This is an optimization exercise on Yosys and OpenROAD, whose aim is small area, not a production implementation.
RTL that was checked went through simulation tests only; none was proved equivalent to the original.
The flow treats the clock pin as an ideal source, which a real chip does not have.
Power and IR drop assume default switching activity.

// Basys3_Abacus_Top
module Basys3_Abacus_Top(
    input clk,
    input rst,
    input btnC,
    input btnR,
    input btnU,
    input [15:0] sw,
    output [6:0] seg,
    output dp,
    output [3:0] an,
    output [15:0] led
);
clock: 10.0 ns
lec_check: 0
abc_area: 1
cap_margin: 20
core_margin: 2
core_utilization: 70
place_density: 0.8
slew_margin: 20
standard.sh (not shown) runs the stock make flow with config.mk's settings and CLKGATE_MAP_FILE= SYNTH_SCRIPT=/design/flow/synth_recipe.tcl, a recipe that flattens the netlist after the stock synthesis.
==> flow/flow/run.sh <==
#!/bin/bash
# Own layout flow: the standard synthesis, then the combinational logic re-mapped for
# area (registers untouched, equivalence proven by Yosys), then the standard layout.
set -euo pipefail
W=$PWD
R=$W/orfs/results/${FLOW_PLATFORM:-sky130hd}/Basys3_Abacus_Top/base
bash standard.sh synth > $W/standard_synth.log 2>&1
cp $R/1_2_yosys.v $W/std_netlist.v
if bash flow/reopt.sh $W/std_netlist.v $W/reopt_netlist.v $W/reopt > $W/reopt.log 2>&1 \
   && grep -q "Equivalence successfully proven" $W/reopt/equiv_yosys.log \
   && ! grep -q '\$' $W/reopt/reopt_stat.txt \
   && [[ ! -s $W/reopt/regs.diff ]]; then
  echo "using the re-mapped netlist" >> $W/reopt.log
  cp $W/reopt_netlist.v $R/1_2_yosys.v
  rm -f $R/1_synth.odb $R/1_synth.sdc
else
  echo "keeping the standard netlist" >> $W/reopt.log
fi
if [[ -f flow/cts_args ]]; then
  export CTS_ARGS="$(cat flow/cts_args)"
fi
if [[ -f flow/port_buffer ]]; then
  export BUFFER_PORTS_ARGS="-buffer_cell $(cat flow/port_buffer)"
fi
bash standard.sh finish > $W/standard_finish.log 2>&1
==> flow/flow/cts_args <==
-sink_clustering_enable -repair_clock_nets -buf_list {sky130_fd_sc_hd__clkbuf_4 sky130_fd_sc_hd__clkbuf_8} -dont_use_dummy_load
Other scripts of this flow, unchanged in this note and not shown: flow/flow/area.abc, flow/flow/dont_use.txt, flow/flow/port_buffer, flow/flow/reopt.sh
Next try:
==> flow/flow/cts_args (replaced) <==
-sink_clustering_enable -repair_clock_nets -buf_list {sky130_fd_sc_hd__clkbuf_4} -dont_use_dummy_load
--- a/flow/config.mk
+++ b/flow/config.mk
@@ -11,2 +11,2 @@
-export CORE_UTILIZATION = 70
-export PLACE_DENSITY = 0.8
+export CORE_UTILIZATION = 85
+export PLACE_DENSITY = 0.92
Outcome: The new run did not get past 3_1_place_gp_skip_io on GPL-0301; synthesized area does not change; synthesized cell count is unchanged.
Next try:
==> flow/flow/cts_args (replaced) <==
-sink_clustering_enable -repair_clock_nets -buf_list {sky130_fd_sc_hd__clkbuf_4 sky130_fd_sc_hd__clkbuf_8} -dont_use_dummy_load
--- a/flow/config.mk
+++ b/flow/config.mk
@@ -11,2 +11 @@
-export CORE_UTILIZATION = 85
-export PLACE_DENSITY = 0.92
+export CORE_UTILIZATION = 40
- Now the flow ran to the end with no violations
- synthesized cell count does not change
- area after synthesis stays the same
No run of this note included a check of the RTL's function; only the layout flow was run.

---

exp/umber:
The RTL this note starts from:
==> flow/design.v <==
`timescale 1ns / 1ps
module Basys3_Abacus_Top(
    input clk,
    input rst,
    input btnC,
    input btnR,
    input btnU,
    input [15:0] sw,
    output [6:0] seg,
    output dp,
    output [3:0] an,
    output [15:0] led
);
reg [4:0] c;
reg [6:0] u;
always @(posedge clk) begin
    if (rst) c <= 5'd0;
    else c <= c + 5'd1;
end
always @(posedge clk) begin
    if (rst) u <= 7'b0000001;
    else if (c[2:0] == 3'd7) u <= (u == 7'b1110000) ? 7'b0000001 : {u[5:0], u[6] ^ u[5]};
end
wire slow_tick = (c == 5'd16);    
wire deb_new   = (c == 5'd17);    
wire set_pulse = (c == 5'd18);    
wire sec_tick  = (u == 7'b1000100) && (c[2:0] == 3'd4);    
reg [1:0] qc, qr, qu;
reg qc3, qr3, qu3;
always @(posedge clk) begin
    if (rst) begin
        qc <= 2'd0; qr <= 2'd0; qu <= 2'd0;
    end else if (slow_tick) begin
        qc <= {qc[0], btnC};
        qr <= {qr[0], btnR};
        qu <= {qu[0], btnU};
    end
end
always @(posedge clk) begin
    if (slow_tick) begin
        qr3 <= qr[1]; qu3 <= qu[1];
    end
end
always @(posedge clk) qc3 <= qc[1];
wire degC = qc[1] & ~qc3;    
wire degR = qr[1] & ~qr3;
wire degU = qu[1] & ~qu3;
wire set_time_mode = sw[1] & ~sw[0];
reg sel;
always @(posedge clk) begin
    if (rst) sel <= 1'b0;
    else if (degR & set_pulse) sel <= ~sel;
end
wire set_minutes = set_pulse & degU & sel;
wire set_hours   = set_pulse & degU & ~sel;
reg [5:0] sec, mn;
reg [4:0] hr;
reg sec_roll, mn_roll, mn_prev, hr_prev;
always @(posedge clk) begin
    if (rst) begin
        sec <= 6'd0; sec_roll <= 1'b0;
    end else if (sec_tick) begin
        if (sec == 6'd59) begin sec <= 6'd0; sec_roll <= 1'b1; end
        else begin sec <= sec + 6'd1; sec_roll <= 1'b0; end
    end
end
wire mn_inc = set_time_mode ? set_minutes : sec_roll;
wire mn_tick = mn_inc & ~mn_prev;
always @(posedge clk) mn_prev <= mn_inc;
always @(posedge clk) begin
    if (rst) begin
        mn <= 6'd0; mn_roll <= 1'b0;
    end else begin
        if (mn_tick) begin
            if (mn == 6'd59) begin mn <= 6'd0; mn_roll <= 1'b1; end
            else begin mn <= mn + 6'd1; mn_roll <= 1'b0; end
        end
    end
end
wire hr_inc = set_time_mode ? set_hours : mn_roll;
wire hr_tick = hr_inc & ~hr_prev;
always @(posedge clk) hr_prev <= hr_inc;
always @(posedge clk) begin
    if (rst) begin
        hr <= 5'd0;
    end else begin
        if (hr_tick) hr <= (hr == 5'd23) ? 5'd0 : hr + 5'd1;
    end
end
assign led = {16{(mn == sw[9:4]) && ({1'b0, hr} == sw[15:10])}};
reg run;
always @(posedge clk) begin
    if (rst) run <= 1'b0;
    else if (degC & deb_new) run <= ~run;
end
wire sw_en = ~sw[1] & sw[0] & run;
reg [2:0] dcnt;
reg dtmp;
always @(posedge clk) begin
    if (rst) begin
        dcnt <= 3'd0; dtmp <= 1'b0;
    end else if (sw_en) begin
        if (dcnt == 3'd7) dcnt <= 3'd1;
        else if (dcnt == 3'd4) begin dcnt <= dtmp ? 3'd0 : 3'd7; dtmp <= ~dtmp; end
        else dcnt <= dcnt + 3'd1;
    end else if (dcnt == 3'd7) dcnt <= 3'd0;
end
wire ms_tick = (dcnt == 3'd7);
reg [6:0] ms, ss;
reg ss_tick;
always @(posedge clk) begin
    if (rst || degR) begin
        ms <= 7'd0; ss_tick <= 1'b0;
    end else begin
        ss_tick <= ms_tick && (ms == 7'd99);
        if (ms_tick) ms <= (ms == 7'd99) ? 7'd0 : ms + 7'd1;
    end
end
always @(posedge clk) begin
    if (rst || degR) ss <= 7'd0;
    else if (ss_tick) ss <= (ss == 7'd99) ? 7'd0 : ss + 7'd1;
end
wire [1:0] s = c[3:2];
reg [6:0] v;
always @(*) begin
    case (sw[1:0])
        2'b01: v = s[1] ? ss : ms;
        2'b11: v = 7'd0;
        default: v = btnC ? (s[1] ? 7'd0 : {1'b0, sec}) : (s[1] ? {2'b0, hr} : {1'b0, mn});
    endcase
end
wire [3:0] tens = v / 7'd10;
wire [3:0] ones = v % 7'd10;
reg [3:0] digit;
always @(posedge clk) begin
    if (rst) digit <= 4'd0;
    else digit <= s[0] ? tens : ones;
end
wire [6:0] a_to_g;
assign a_to_g[0] = (digit[0] & ~digit[1] & ~digit[2] & ~digit[3]) | (~digit[0] & ~digit[1] & digit[2]);
assign a_to_g[1] = (digit[0] & ~digit[1] & digit[2]) | (~digit[0] & digit[1] & digit[2]);
assign a_to_g[2] = (~digit[0] & digit[1] & ~digit[2]);
assign a_to_g[3] = (digit[0] & ~digit[1] & ~digit[2] & ~digit[3]) | (~digit[0] & ~digit[1] & digit[2]) | (digit[0] & digit[1] & digit[2]);
assign a_to_g[4] = (digit[0]) | (~digit[1] & digit[2]);
assign a_to_g[5] = (digit[0] & ~digit[2] & ~digit[3]) | (digit[1] & ~digit[2]) | (digit[0] & digit[1]);
assign a_to_g[6] = (~digit[1] & ~digit[2] & ~digit[3]) | (digit[0] & digit[1] & digit[2]);
assign seg = a_to_g;
assign dp = 1'b1;
assign an = ~(4'b0001 << s);
endmodule
clock: 10.0 ns
lec_check: 0
abc_area: 1
cap_margin: 20
core_margin: 2
core_utilization: 68
place_density: 0.9
slew_margin: 20
==> flow/flow/run.sh <==
#!/bin/bash
# Own layout flow: the standard synthesis, then the combinational logic re-mapped for
# area (registers untouched, equivalence proven by Yosys), then the standard layout.
set -euo pipefail
W=$PWD
R=$W/orfs/results/${FLOW_PLATFORM:-sky130hd}/Basys3_Abacus_Top/base
bash standard.sh synth > $W/standard_synth.log 2>&1
cp $R/1_2_yosys.v $W/std_netlist.v
if bash flow/reopt.sh $W/std_netlist.v $W/reopt_netlist.v $W/reopt > $W/reopt.log 2>&1 \
   && grep -q "Equivalence successfully proven" $W/reopt/equiv_yosys.log \
   && ! grep -q '\$' $W/reopt/reopt_stat.txt \
   && [[ ! -s $W/reopt/regs.diff ]]; then
  echo "using the re-mapped netlist" >> $W/reopt.log
  cp $W/reopt_netlist.v $R/1_2_yosys.v
  rm -f $R/1_synth.odb $R/1_synth.sdc
else
  echo "keeping the standard netlist" >> $W/reopt.log
fi
if [[ -f flow/cts_args ]]; then
  export CTS_ARGS="$(cat flow/cts_args)"
fi
if [[ -f flow/post_cts.tcl ]]; then
  export POST_CTS_TCL="$W/flow/post_cts.tcl"
fi
if [[ -f flow/port_buffer ]]; then
  export BUFFER_PORTS_ARGS="-buffer_cell $(cat flow/port_buffer)"
fi
bash standard.sh finish > $W/standard_finish.log 2>&1
==> flow/flow/areaB.abc <==
strash
dc2
&get -n
&deepsyn -J 100 -S @SEED@
&dch -f
&nf -R 1000
&put
==> flow/flow/areaC.abc <==
strash
&get -n
&deepsyn -J 100 -S @SEED@
&dch -f
&nf -R 1000
&put
strash
&get -n
&dch -f
&nf -R 1000
&put
==> flow/flow/post_cts.tcl <==
proc upsize_slow_clock_buffers {limit_ns big} {
  estimate_parasitics -placement
  set changed 0
  foreach inst [get_cells clkbuf_*] {
    set mx 0
    foreach opin [get_pins -of_objects $inst -filter "direction==output"] {
      set net [get_nets -of_objects $opin]
      foreach p [get_pins -of_objects $net -filter "direction==input"] {
        set s [get_property $p slew_max]
        if {$s > $mx} { set mx $s }
      }
    }
    if {$mx > $limit_ns && [get_property $inst ref_name] ne $big} {
      puts "upsizing [get_full_name $inst] (clock slew [format %.3f $mx] ns) to $big"
      replace_cell $inst $big
      incr changed
    }
  }
  if {$changed > 0} {
    detailed_placement
    estimate_parasitics -placement
  }
  return $changed
}
set lim 0.105
if {[info exists ::env(CLK_SLEW_TARGET_NS)]} { set lim $::env(CLK_SLEW_TARGET_NS) }
upsize_slow_clock_buffers $lim sky130_fd_sc_hd__clkbuf_8
==> flow/flow/reopt.sh <==
#!/bin/bash
# Re-map the combinational logic of the standard synthesis netlist for area.
# Flip-flops are kept as black boxes, so their instance names and cell types stay as
# the standard synthesis made them. ABC runs with a few fixed random seeds and the
# smallest result is kept; Yosys then proves it equal to the standard netlist.
# usage: reopt.sh IN.v OUT.v WORKDIR
set -euo pipefail
IN=$1; OUT=$2; D=$3
HERE=$(cd "$(dirname "$0")" && pwd)
YOSYS=${YOSYS_EXE:-/OpenROAD-flow-scripts/tools/install/yosys/bin/yosys}
LIB=${FLOW_HOME:-/OpenROAD-flow-scripts/flow}/platforms/sky130hd/lib/sky130_fd_sc_hd__tt_025C_1v80.lib
SEEDS=${REOPT_SEEDS:-"$(echo {0..15} B_{0..15} C_{0..15})"}
JOBS=${NUM_CORES:-4}
mkdir -p $D
SEQ=$(grep -o 'sky130_fd_sc_hd__[a-z0-9_]*' $IN | sort -u | grep -E '__(df|edf|sdf|dl|sdl)' || true)
DONT=""
for c in $(cat $HERE/dont_use.txt); do DONT="$DONT -dont_use $c"; done
run_seed() {
  local s=$1
  local scr=${ABC_SCRIPT:-$HERE/area.abc}
  if [[ $s == *_* ]]; then scr=$HERE/area${s%%_*}.abc; fi
  sed "s/@SEED@/${s##*_}/" $scr > $D/area_$s.abc
  {
    echo "read_liberty -ignore_miss_func $LIB"
    for c in $SEQ; do echo "blackbox $c"; done
    echo "read_verilog $IN"
    echo "hierarchy -top Basys3_Abacus_Top"
    echo "flatten"
    echo "opt -purge"
    echo "abc -script $D/area_$s.abc -liberty $LIB $DONT"
    echo "opt_clean -purge"
    echo "hilomap -singleton -hicell sky130_fd_sc_hd__conb_1 HI -locell sky130_fd_sc_hd__conb_1 LO"
    echo "insbuf -buf sky130_fd_sc_hd__buf_1 A X"
    echo "opt_clean -purge"
    echo "tee -o $D/stat_$s.txt stat -liberty $LIB"
    echo "write_verilog -noattr -nohex -nodec $D/out_$s.v"
  } > $D/reopt_$s.ys
  $YOSYS -s $D/reopt_$s.ys > $D/reopt_yosys_$s.log 2>&1 || true
}
n=0
for s in $SEEDS; do
  run_seed $s &
  n=$((n+1))
  if (( n % JOBS == 0 )); then wait; fi
done
wait
# smallest fully mapped result first
: > $D/ranking.txt
for s in $SEEDS; do
  if [[ -f $D/stat_$s.txt ]] && ! grep -q '\$' $D/stat_$s.txt; then
    echo "$(grep 'Chip area' $D/stat_$s.txt | awk '{print $NF}') $s" >> $D/ranking.txt
  fi
done
sort -g -o $D/ranking.txt $D/ranking.txt
for s in $(awk '{print $2}' $D/ranking.txt); do
  # prove the candidate equal to the standard netlist, register for register
  {
    echo "read_liberty -ignore_miss_func $LIB"
    echo "read_verilog $IN"
    echo "rename Basys3_Abacus_Top gold"
    echo "read_verilog $D/out_$s.v"
    echo "rename Basys3_Abacus_Top gate"
    echo "hierarchy -check"
    echo "rename -hide gold/w:_* gold/c:_* gate/w:_* gate/c:_*"
    echo "flatten gold gate"
    echo "opt_clean"
    echo "equiv_make gold gate equiv"
    echo "hierarchy -top equiv"
    echo "equiv_simple -undef"
    echo "equiv_induct -undef"
    echo "equiv_status -assert"
  } > $D/equiv_$s.ys
  if $YOSYS -s $D/equiv_$s.ys > $D/equiv_yosys_$s.log 2>&1 \
     && grep -q "Equivalence successfully proven" $D/equiv_yosys_$s.log; then
    # the same registers, by name and cell type
    if diff <(grep -E '^\s*sky130_fd_sc_hd__(df|edf|sdf|dl|sdl)' $IN | awk '{print $1, $2}' | sort) \
            <(grep -E '^\s*sky130_fd_sc_hd__(df|edf|sdf|dl|sdl)' $D/out_$s.v | awk '{print $1, $2}' | sort) > $D/regs_$s.diff; then
      cp $D/out_$s.v $OUT
      cp $D/equiv_yosys_$s.log $D/equiv_yosys.log
      cp $D/stat_$s.txt $D/reopt_stat.txt
      : > $D/regs.diff
      echo "chosen seed $s"
      exit 0
    fi
  fi
done
echo "no re-mapped netlist passed"
exit 1
Other scripts of this flow, unchanged in this note and not shown: flow/flow/area.abc, flow/flow/cts_args, flow/flow/dont_use.txt, flow/flow/port_buffer
In summary, exp/umber completed successfully, with a layout that passed the timing, design-rule and antenna checks.
Here is what was changed in the inputs of exp/indigo compared with exp/umber.
# exp/umber
export LEC_CHECK = 0
export ABC_AREA = 1
export CAP_MARGIN = 20
export CORE_MARGIN = 2
export CORE_UTILIZATION = 68
export PLACE_DENSITY = 0.9
export SLEW_MARGIN = 20
create_clock -name core_clock -period 10.0 [get_ports {clk}]
# exp/indigo
export LEC_CHECK = 0
export ABC_AREA = 1
export CAP_MARGIN = 20
export CORE_MARGIN = 2
export CORE_UTILIZATION = 75
export PLACE_DENSITY = 0.95
export SLEW_MARGIN = 20
create_clock -name core_clock -period 10.0 [get_ports {clk}]
-- flow/flow/post_cts.tcl --
<<< exp/umber, line 24
}
set lim 0.105
if {[info exists ::env(CLK_SLEW_TARGET_NS)]} { set lim $::env(CLK_SLEW_TARGET_NS) }
>>> exp/indigo, line 24
}
set lim 0.095
if {[info exists ::env(CLK_SLEW_TARGET_NS)]} { set lim $::env(CLK_SLEW_TARGET_NS) }
-- flow/flow/reopt.sh --
<<< exp/umber, line 11
LIB=${FLOW_HOME:-/OpenROAD-flow-scripts/flow}/platforms/sky130hd/lib/sky130_fd_sc_hd__tt_025C_1v80.lib
SEEDS=${REOPT_SEEDS:-"$(echo {0..15} B_{0..15} C_{0..15})"}
JOBS=${NUM_CORES:-4}
>>> exp/indigo, line 11
LIB=${FLOW_HOME:-/OpenROAD-flow-scripts/flow}/platforms/sky130hd/lib/sky130_fd_sc_hd__tt_025C_1v80.lib
SEEDS=${REOPT_SEEDS:-"0 1 2 3 4 5 6 7 8 9 10 11 12 13 14 15"}
JOBS=${NUM_CORES:-4}
<<< exp/umber, line 19
  local s=$1
  local scr=${ABC_SCRIPT:-$HERE/area.abc}
  if [[ $s == *_* ]]; then scr=$HERE/area${s%%_*}.abc; fi
  sed "s/@SEED@/${s##*_}/" $scr > $D/area_$s.abc
  {
>>> exp/indigo, line 19
  local s=$1
  sed "s/@SEED@/$s/" ${ABC_SCRIPT:-$HERE/area.abc} > $D/area_$s.abc
  {
removed: flow/flow/areaB.abc
removed: flow/flow/areaC.abc
## What came out
- The sum of met2 wire segment lengths after detailed routing in exp/indigo is 1.09 times that in exp/umber.
- In exp/indigo the switching share of power turned out 0.18 points higher than in exp/umber.
- Delta (exp/indigo minus exp/umber): number of DRC violations after detailed-routing iteration 0 now sits higher; leakage power now sits lower.
- exp/umber → exp/indigo: non-filler instance count after layout increased 5; least setup slack across all paths after layout picked up an extra 0.28 ns; design area went up; worst-case headroom to the max-slew limit now larger; power share of the clock group increased by 2.5 points relative to the old numbers.
- From exp/umber to exp/indigo the numbers moved as follows: via count of the first global-routing pass went up; via count went up.
### exp/indigo -> exp/pepper
# exp/indigo
export LEC_CHECK = 0
export ABC_AREA = 1
export CAP_MARGIN = 20
export CORE_MARGIN = 2
export CORE_UTILIZATION = 75
export PLACE_DENSITY = 0.95
export SLEW_MARGIN = 20
create_clock -name core_clock -period 10.0 [get_ports {clk}]
# exp/pepper
export LEC_CHECK = 0
export ABC_AREA = 1
export CAP_MARGIN = 20
export CORE_MARGIN = 2
export CORE_UTILIZATION = 80
export PLACE_DENSITY = 0.95
export SLEW_MARGIN = 20
create_clock -name core_clock -period 10.0 [get_ports {clk}]
==> flow/flow/areaB.abc (new file) <==
strash
dc2
&get -n
&deepsyn -J 100 -S @SEED@
&dch -f
&nf -R 1000
&put
==> flow/flow/areaC.abc (new file) <==
strash
&get -n
&deepsyn -J 100 -S @SEED@
&dch -f
&nf -R 1000
&put
strash
&get -n
&dch -f
&nf -R 1000
&put
-- flow/flow/reopt.sh --
<<< exp/indigo, line 11
LIB=${FLOW_HOME:-/OpenROAD-flow-scripts/flow}/platforms/sky130hd/lib/sky130_fd_sc_hd__tt_025C_1v80.lib
SEEDS=${REOPT_SEEDS:-"0 1 2 3 4 5 6 7 8 9 10 11 12 13 14 15"}
JOBS=${NUM_CORES:-4}
>>> exp/pepper, line 11
LIB=${FLOW_HOME:-/OpenROAD-flow-scripts/flow}/platforms/sky130hd/lib/sky130_fd_sc_hd__tt_025C_1v80.lib
SEEDS=${REOPT_SEEDS:-"$(echo {0..15} B_{0..15} C_{0..15})"}
JOBS=${NUM_CORES:-4}
<<< exp/indigo, line 19
  local s=$1
  sed "s/@SEED@/$s/" ${ABC_SCRIPT:-$HERE/area.abc} > $D/area_$s.abc
  {
>>> exp/pepper, line 19
  local s=$1
  local scr=${ABC_SCRIPT:-$HERE/area.abc}
  if [[ $s == *_* ]]; then scr=$HERE/area${s%%_*}.abc; fi
  sed "s/@SEED@/${s##*_}/" $scr > $D/area_$s.abc
  {
Notes after the runs:
- exp/pepper: flow completed, timing, DRC and antenna clean
- Relative to exp/indigo, area taken by multi-input logic gates decreased by 1.7% in exp/pepper.
- Row aggregate routed wire length: exp/pepper higher / exp/indigo lower
- Fmax: exp/pepper below exp/indigo
- exp/pepper against exp/indigo: global-route usage +4.7 points, final sum of negative setup slack ~0 delta, utilization +5.9 points.
diff inputs: exp/pepper => exp/yarrow
# exp/pepper
export LEC_CHECK = 0
export ABC_AREA = 1
export CAP_MARGIN = 20
export CORE_MARGIN = 2
export CORE_UTILIZATION = 80
export PLACE_DENSITY = 0.95
export SLEW_MARGIN = 20
create_clock -name core_clock -period 10.0 [get_ports {clk}]
# exp/yarrow
export LEC_CHECK = 0
export ABC_AREA = 1
export CAP_MARGIN = 20
export CORE_MARGIN = 2
export CORE_UTILIZATION = 68
export PLACE_DENSITY = 0.9
export SLEW_MARGIN = 20
create_clock -name core_clock -period 10.0 [get_ports {clk}]
Notes after the runs:
- | count of vias placed by the detailed router | exp/yarrow vs exp/pepper | about 4% lower |
- exp/yarrow vs exp/pepper: final clock period utilization by the worst path up
- Number of nets in the synthesized netlist: exp/pepper vs exp/yarrow identical
- Between exp/pepper and exp/yarrow, the sequential cell count does not differ in any meaningful way.
- Wire length: exp/yarrow lower than exp/pepper
- There was hardly any difference in max-capacitance violation count between exp/pepper and exp/yarrow.
- [exp/yarrow vs exp/pepper] core utilization: lower in exp/yarrow
- exp/pepper → exp/yarrow: critical path data arrival time increased 0.07 ns; share of total power consumed by net switching moved down.
- | area added between synthesis and finish | exp/yarrow vs exp/pepper | 0.25 points lower |
- Peak clock frequency supported by timing, exp/pepper and exp/yarrow: higher on exp/pepper
Edits applied to the flow inputs when going from exp/yarrow to exp/lagoon:
# exp/yarrow
export LEC_CHECK = 0
export ABC_AREA = 1
export CAP_MARGIN = 20
export CORE_MARGIN = 2
export CORE_UTILIZATION = 68
export PLACE_DENSITY = 0.9
export SLEW_MARGIN = 20
create_clock -name core_clock -period 10.0 [get_ports {clk}]
# exp/lagoon
export LEC_CHECK = 0
export ABC_AREA = 1
export CAP_MARGIN = 20
export CORE_MARGIN = 2
export CORE_UTILIZATION = 75
export PLACE_DENSITY = 0.95
export SLEW_MARGIN = 20
create_clock -name core_clock -period 10.0 [get_ports {clk}]
[summary]
- Changes observed in exp/lagoon relative to exp/yarrow: depth of the most critical reg-to-reg path has increased; number of standard-cell rows in the floorplan has decreased; utilization has increased; routed wire length has increased; clock transition at the register clock pins on the worst setup and hold paths after CTS has remained practically unchanged.

-- static timing again, ports no longer ideal --
How much do the figures lean on ideal ports? The routed layouts below were timed once more, with nothing changed but the port constraints.
Step 1: set_driving_cell puts a clkbuf_16 on clk and a buf_2 on each other input, an assumption about the parent block.
Step 2, shift: input delay + t, output delay - t, t = (earliest + latest rising clock arrival at the registers) / 2. This alone moves slack from input paths to output paths.
Three values: ideal ports, drivers, drivers and shift; two values: the first two.
run	t, ns	slack for setup (ns)	worst hold slack (ns)	latest minus earliest clock arrival (ns)
the first run of note 1	0.353	4.385 / 4.365 / 4.365	0.381 / 0.381 / 0.381	0.022 / 0.023
the third run of note 1	0.357	4.359 / 4.336 / 4.336	0.377 / 0.377 / 0.377	0.027 / 0.027
exp/umber	0.358	4.094 / 4.068 / 4.068	0.381 / 0.381 / 0.381	0.024 / 0.023
exp/indigo	0.371	4.369 / 4.341 / 4.341	0.376 / 0.376 / 0.376	0.025 / 0.026
exp/pepper	0.368	4.163 / 4.142 / 4.142	0.396 / 0.396 / 0.396	0.030 / 0.030
exp/yarrow	0.356	4.094 / 4.068 / 4.068	0.380 / 0.380 / 0.380	0.027 / 0.027
exp/lagoon	0.365	4.165 / 4.142 / 4.142	0.379 / 0.379 / 0.379	0.017 / 0.018
After both steps every run listed still meets setup and hold. The setup slack of exp/indigo, which loses most, moves by -0.028 ns with the drivers and by -0.028 ns with both steps.
